This is an optimization exercise on Yosys and OpenROAD, whose aim is small area, not a production implementation.
The RTL was checked by simulation tests, not by an equivalence proof against the original design.
Power figures rest on the tool's default switching activity, not on a simulated workload.

==> trial 26: inputs <==
==> flow/design.v <==
module traffic_lights #(
  parameter BLINK_HALF_PERIOD_MS  = 2,
  parameter BLINK_GREEN_TIME_TICK = 5,
  parameter RED_YELLOW_MS         = 10,
  parameter WIDTH                 = 16
) (
  input  logic               clk_i,           
  input  logic               srst_i,          
  input  logic [2:0]         cmd_type_i,      
  input  logic               cmd_valid_i,     
  input  logic [WIDTH-1:0]   cmd_data_i,      
  output logic               red_o,           
  output logic               yellow_o,        
  output logic               green_o          
);
localparam int GB_TICKS = 2 * BLINK_HALF_PERIOD_MS * BLINK_GREEN_TIME_TICK;
logic             st_a, st_b;
logic             lit, mode_n, mode_i, aux;
logic [WIDTH-1:0] cnt;
logic [WIDTH-1:0] green_time, red_time, yellow_time;
logic c0, c1, c2;
assign c0 = cmd_valid_i && ( cmd_type_i == 3'd0 );
assign c1 = cmd_valid_i && ( cmd_type_i == 3'd1 );
assign c2 = cmd_valid_i && ( cmd_type_i == 3'd2 );
logic in_n, in_u, gb;
assign lit    = red_o || yellow_o || green_o;
assign mode_n = st_a && ( lit || st_b );
assign in_n   = mode_n;
assign in_u   = !st_a && ( lit || st_b );
assign gb     = st_a && st_b;
assign mode_i = !lit && !st_b;
assign aux    = mode_i ? st_a : st_b;
logic p_r, p_ry, p_g, p_y;
assign p_r  = red_o && !yellow_o;
assign p_ry = red_o &&  yellow_o;
assign p_g  = green_o && !gb;
assign p_y  = yellow_o && !red_o;
logic one, zero, fire;
assign one  = ( cnt == WIDTH'(1) );
assign zero = ( cnt == '0 );
assign fire = mode_n && one;
logic n_n, n_u, n_aux, n_red, n_yel, n_grn;
assign n_n = !srst_i && ( c0 || ( mode_n && !c1 && !c2 ) );
assign n_u = !srst_i && ( c2 || ( in_u && !c0 && !c1 ) || ( in_n && !c1 && ( one ? p_g : gb ) ) );
always_comb
  begin
    if ( mode_n )
      begin
        if ( c1 )
          begin
            n_aux = p_r && !one;
            n_red = 1'b0;
            n_yel = 1'b0;
            n_grn = 1'b0;
          end
        else if ( c2 )
          begin
            n_aux = !one;
            n_red = one && p_y;
            n_yel = !( one && yellow_o );
            n_grn = one && p_ry;
          end
        else if ( one )
          begin
            n_aux = p_r && !one;
            n_red = p_r || p_y;
            n_yel = p_r || gb;
            n_grn = p_ry || p_g;
          end
        else
          begin
            n_aux = p_r && !one;
            n_red = red_o;
            n_yel = yellow_o;
            n_grn = green_o ^ ( gb && cnt[0] );
          end
      end
    else if ( in_u )
      begin
        n_aux = !c0 && !c1 && aux;
        n_red = c0 || ( !c1 && red_o );
        n_yel = !c0 && !c1 && ( yellow_o ^ ( aux && cnt[0] ) );
        n_grn = !c0 && !c1 && green_o;
      end
    else
      begin
        n_aux = c2 || ( !c0 && aux );
        n_red = c0;
        n_yel = c2;
        n_grn = 1'b0;
      end
  end
always_ff @( posedge clk_i )
  if ( srst_i )
    begin
      st_a     <= 1'b0;
      st_b     <= 1'b0;
      red_o    <= 1'b0;
      yellow_o <= 1'b0;
      green_o  <= 1'b0;
    end
  else
    begin
      st_a     <= n_n || ( !n_u && n_aux );
      st_b     <= n_u && ( n_n || n_aux );
      red_o    <= n_red;
      yellow_o <= n_yel;
      green_o  <= n_grn;
    end
logic ld_r, ld_g, ld_y, ld_ry, ld_gb, ld_z, ld_any, dec;
assign ld_r   = ( fire && p_y ) || ( in_u && c0 )
             || ( mode_i && !c2 && ( aux ? one : c0 ) );
assign ld_g   = fire && p_ry;
assign ld_y   = fire && gb;
assign ld_ry  = fire && p_r;
assign ld_gb  = fire && p_g;
assign ld_z   = c2 && ( mode_i || ( mode_n && !one ) );
assign ld_any = ld_r || ld_g || ld_y || ld_ry || ld_gb || ld_z;
assign dec    = ( mode_n && !zero ) || ( in_u && aux );
logic [WIDTH-1:0] ld_val;
assign ld_val = ( {WIDTH{ld_r}} & red_time    )
              | ( {WIDTH{ld_g}} & green_time  )
              | ( {WIDTH{ld_y}} & yellow_time )
              | ( {WIDTH{ld_ry}} & WIDTH'(RED_YELLOW_MS) )
              | ( {WIDTH{ld_gb}} & WIDTH'(GB_TICKS) );
always_ff @( posedge clk_i )
  cnt <= ld_any ? ld_val : cnt - WIDTH'(dec);
logic [WIDTH-1:0] set_val;
logic             set_ok, we_g, we_r, we_y;
assign set_val = ( ( cmd_data_i != '0 ) ? cmd_data_i : WIDTH'(1) ) & {WIDTH{!srst_i}};
assign set_ok  = cmd_valid_i && in_u;
assign we_g    = srst_i || ( set_ok && cmd_type_i == 3'd3 );
assign we_r    = srst_i || ( set_ok && cmd_type_i == 3'd4 );
assign we_y    = srst_i || ( set_ok && cmd_type_i == 3'd5 );
always_ff @( posedge clk_i )
  begin
    if ( we_g ) green_time  <= set_val;
    if ( we_r ) red_time    <= set_val;
    if ( we_y ) yellow_time <= set_val;
  end
endmodule
==> flow/flow/run.sh <==
#!/bin/bash
# The standard layout, with these changes:
#  - synthesis runs synth_recipe.tcl unchanged, but ABC maps the logic with an
#    area-oriented script (flow/abc_area_map.script) instead of ORFS's speed
#    script, and adders are left to ABC (no ADDER_MAP_FILE half-adder cells)
#  - ports are buffered with sky130_fd_sc_hd__buf_1
#  - the clock tree uses clkbuf_4 and no dummy loads
set -euo pipefail
HERE=$PWD
rm -rf "$HERE/scripts_abc"
cp -r "$FLOW_HOME/scripts" "$HERE/scripts_abc"
cp "$HERE/flow/abc_area_map.script" "$HERE/scripts_abc/abc_speed.script"
cat >> config.mk <<'E2'
export ADDER_MAP_FILE =
export BUFFER_PORTS_ARGS = -buffer_cell sky130_fd_sc_hd__buf_1
export CTS_ARGS = -sink_clustering_enable -repair_clock_nets -dont_use_dummy_load -buf_list sky130_fd_sc_hd__clkbuf_4
E2
bash standard.sh SCRIPTS_DIR="$HERE/scripts_abc" synth > synth_make.log 2>&1
bash standard.sh > layout_make.log 2>&1
==> flow/flow/abc_area_map.script <==
strash
&get -n
&st
&deepsyn -J 300 -T 600 -S 10
&nf -R 1000 -p
&put
==> flow/standard.sh <==
#!/bin/bash
# synth_recipe.tcl (not shown) runs the flow's synth.tcl, then flattens the netlist and writes it again
# the make line also repeats each setting of config.mk as NAME=value (left out here)
make -C /OpenROAD-flow-scripts/flow DESIGN_CONFIG=/design/flow/config.mk WORK_HOME=/design/flow/orfs CLKGATE_MAP_FILE= SYNTH_SCRIPT=/design/flow/synth_recipe.tcl "${@:-finish}"
==> flow/config.mk <==
export PLATFORM = sky130hd
export DESIGN_NAME = traffic_lights
export DESIGN_NICKNAME = traffic_lights
export VERILOG_FILES = /design/flow/design.v
export SDC_FILE = /design/flow/constraint.sdc
export NUM_CORES = 4
export LEC_CHECK = 0
export CAP_MARGIN = 0
export CORE_MARGIN = 2
export CORE_UTILIZATION = 40
export GPL_TIMING_DRIVEN = 0
export SLEW_MARGIN = 0
export ADDER_MAP_FILE =
export BUFFER_PORTS_ARGS = -buffer_cell sky130_fd_sc_hd__buf_1
export CTS_ARGS = -sink_clustering_enable -repair_clock_nets -dont_use_dummy_load -buf_list sky130_fd_sc_hd__clkbuf_4
==> flow/constraint.sdc <==
create_clock -name core_clock -period 10.0 [get_ports {clk_i}]
set_input_delay 2.0000 -clock core_clock [delete_from_list [all_inputs] [get_ports {clk_i}]]
set_output_delay 2.0000 -clock core_clock [all_outputs]
set_load 0.01 [all_outputs]
==> inputs of trial 75, as changes to trial 26 <==
==> flow/design.v, changed modules only <==
module traffic_lights #(
  parameter BLINK_HALF_PERIOD_MS  = 2,
  parameter BLINK_GREEN_TIME_TICK = 5,
  parameter RED_YELLOW_MS         = 10,
  parameter WIDTH                 = 16
) (
  input  logic               clk_i,           
  input  logic               srst_i,          
  input  logic [2:0]         cmd_type_i,      
  input  logic               cmd_valid_i,     
  input  logic [WIDTH-1:0]   cmd_data_i,      
  output logic               red_o,           
  output logic               yellow_o,        
  output logic               green_o          
);
localparam int GB_TICKS = 2 * BLINK_HALF_PERIOD_MS * BLINK_GREEN_TIME_TICK;
logic             mode_n, mode_u, mode_i;
logic             aux;
logic [WIDTH-1:0] cnt;
logic [WIDTH-1:0] green_time, red_time, yellow_time;
logic c0, c1, c2;
assign c0 = cmd_valid_i && ( cmd_type_i == 3'd0 );
assign c1 = cmd_valid_i && ( cmd_type_i == 3'd1 );
assign c2 = cmd_valid_i && ( cmd_type_i == 3'd2 );
assign mode_i = !mode_n && !mode_u;
logic p_r, p_ry, p_g, p_y;
assign p_r  = red_o && !yellow_o;
assign p_ry = red_o &&  yellow_o;
assign p_g  = green_o && !aux;
assign p_y  = yellow_o && !red_o;
logic one, zero, fire;
assign one  = ( cnt == WIDTH'(1) );
assign zero = ( cnt == '0 );
assign fire = mode_n && one;
logic n_n, n_u, n_aux, n_red, n_yel, n_grn;
assign n_n = !srst_i && ( c0 || ( mode_n && !c1 && !c2 ) );
assign n_u = !srst_i && ( c2 || ( mode_u && !c0 && !c1 ) );
always_comb
  begin
    if ( mode_n )
      begin
        if ( c1 )
          begin
            n_aux = p_r && !one;
            n_red = 1'b0;
            n_yel = 1'b0;
            n_grn = 1'b0;
          end
        else if ( c2 )
          begin
            n_aux = !one;
            n_red = one && p_y;
            n_yel = !( one && yellow_o );
            n_grn = one && p_ry;
          end
        else if ( one )
          begin
            n_aux = p_g;
            n_red = p_r || p_y;
            n_yel = p_r || aux;
            n_grn = p_ry || p_g;
          end
        else
          begin
            n_aux = aux;
            n_red = red_o;
            n_yel = yellow_o;
            n_grn = green_o ^ ( aux && cnt[0] );
          end
      end
    else if ( mode_u )
      begin
        n_aux = !c0 && !c1 && aux;
        n_red = c0 || ( !c1 && red_o );
        n_yel = !c0 && !c1 && ( yellow_o ^ ( aux && cnt[0] ) );
        n_grn = !c0 && !c1 && green_o;
      end
    else
      begin
        n_aux = c2 || ( !c0 && aux );
        n_red = c0;
        n_yel = c2;
        n_grn = 1'b0;
      end
  end
always_ff @( posedge clk_i )
  if ( srst_i )
    begin
      mode_n   <= 1'b0;
      mode_u   <= 1'b0;
      aux      <= 1'b0;
      red_o    <= 1'b0;
      yellow_o <= 1'b0;
      green_o  <= 1'b0;
    end
  else
    begin
      mode_n   <= n_n;
      mode_u   <= n_u;
      aux      <= n_aux;
      red_o    <= n_red;
      yellow_o <= n_yel;
      green_o  <= n_grn;
    end
logic ld_r, ld_g, ld_y, ld_ry, ld_gb, ld_z, ld_any, dec;
assign ld_r   = ( fire && p_y ) || ( mode_u && c0 )
             || ( mode_i && !c2 && ( aux ? one : c0 ) );
assign ld_g   = fire && p_ry;
assign ld_y   = fire && aux;
assign ld_ry  = fire && p_r;
assign ld_gb  = fire && p_g;
assign ld_z   = c2 && ( mode_i || ( mode_n && !one ) );
assign ld_any = ld_r || ld_g || ld_y || ld_ry || ld_gb || ld_z;
assign dec    = ( mode_n && !zero ) || ( mode_u && aux );
logic [WIDTH-1:0] ld_val;
assign ld_val = ( {WIDTH{ld_r}} & red_time    )
              | ( {WIDTH{ld_g}} & green_time  )
              | ( {WIDTH{ld_y}} & yellow_time )
              | ( {WIDTH{ld_ry}} & WIDTH'(RED_YELLOW_MS) )
              | ( {WIDTH{ld_gb}} & WIDTH'(GB_TICKS) );
always_ff @( posedge clk_i )
  cnt <= ld_any ? ld_val : cnt - WIDTH'(dec);
logic [WIDTH-1:0] set_val;
logic             set_ok, we_g, we_r, we_y;
assign set_val = ( ( cmd_data_i != '0 ) ? cmd_data_i : WIDTH'(1) ) & {WIDTH{!srst_i}};
assign set_ok  = cmd_valid_i && mode_u;
assign we_g    = srst_i || ( set_ok && cmd_type_i == 3'd3 );
assign we_r    = srst_i || ( set_ok && cmd_type_i == 3'd4 );
assign we_y    = srst_i || ( set_ok && cmd_type_i == 3'd5 );
always_ff @( posedge clk_i )
  begin
    if ( we_g ) green_time  <= set_val;
    if ( we_r ) red_time    <= set_val;
    if ( we_y ) yellow_time <= set_val;
  end
endmodule
--- a/flow/flow/run.sh
+++ b/flow/flow/run.sh
@@ -1,6 +1,5 @@
 #!/bin/bash
-# The standard layout, with these changes:
+# The standard layout, with three changes:
 #  - synthesis runs synth_recipe.tcl unchanged, but ABC maps the logic with an
-#    area-oriented script (flow/abc_area_map.script) instead of ORFS's speed
-#    script, and adders are left to ABC (no ADDER_MAP_FILE half-adder cells)
+#    area-oriented script (flow/abc_area_map.script) instead of ORFS's speed script
 #  - ports are buffered with sky130_fd_sc_hd__buf_1
@@ -13,3 +12,2 @@
 cat >> config.mk <<'E2'
-export ADDER_MAP_FILE =
 export BUFFER_PORTS_ARGS = -buffer_cell sky130_fd_sc_hd__buf_1
==> flow/flow/abc_area_map.script (replaced) <==
strash
&get -n
&st
&deepsyn -J 1000 -T 600
&dch -f
&nf -R 1000 -p
&put
--- a/flow/config.mk
+++ b/flow/config.mk
@@ -12,3 +12,2 @@
 export SLEW_MARGIN = 0
-export ADDER_MAP_FILE =
 export BUFFER_PORTS_ARGS = -buffer_cell sky130_fd_sc_hd__buf_1
==> summary of the runs <==
- Against trial 26, the routed wire length of trial 75 is larger by 10%.
- Against trial 75, the area after synthesis of trial 26 is lower by about 4.7%.
- Between trial 75 and trial 26, the lower global-route usage is in trial 26 (gap 0.49 points).
- Between trial 75 and trial 26, the lower synthesized cell count is in trial 26 (gap 9.5%, measured against trial 26).
- Die area: trial 26 is lower than trial 75 (about 4.5%).
- In clock power, trial 75 and trial 26 hardly differ.
- In non-clock buffer count, trial 26 and trial 75 do not differ.
- In trial 75 the maximum frequency is smaller than in trial 26, by about 16%.
- Of trial 26 and trial 75, trial 75 has the higher hold slack (gap 1.7 ps).
- Between trial 26 and trial 75, the lower via count is in trial 26 (gap about 2.4%, measured against trial 75).

==> re-timing with driven ports <==
In the flow no input, the clock included, has a driving cell. The finished layouts below were timed again as built, in two steps.
Step 1: set_driving_cell puts a clkbuf_16 on clk_i and a buf_2 on each other input, an assumption about the parent block.
Step 2 moves the port delays by t, midway between the first and last clock arrival at a register: inputs arrive t later, outputs are due t later. That takes back most of the time a late clock gives input paths.
Slacks: ideal ports / drivers / drivers and shift; pairs: ideal ports / drivers.
run	shift t [ns]	slack for setup (ns)	slew at the worst register clock pin (ns)
trial 26	0.416	6.119 / 6.119 / 5.708	0.12 / 0.12
trial 75	0.412	5.395 / 5.402 / 4.990	0.12 / 0.12
After both steps every run listed still meets setup and hold. The setup slack of trial 26, which loses most, moves by 0.000 ns with the drivers and by -0.411 ns with both steps.
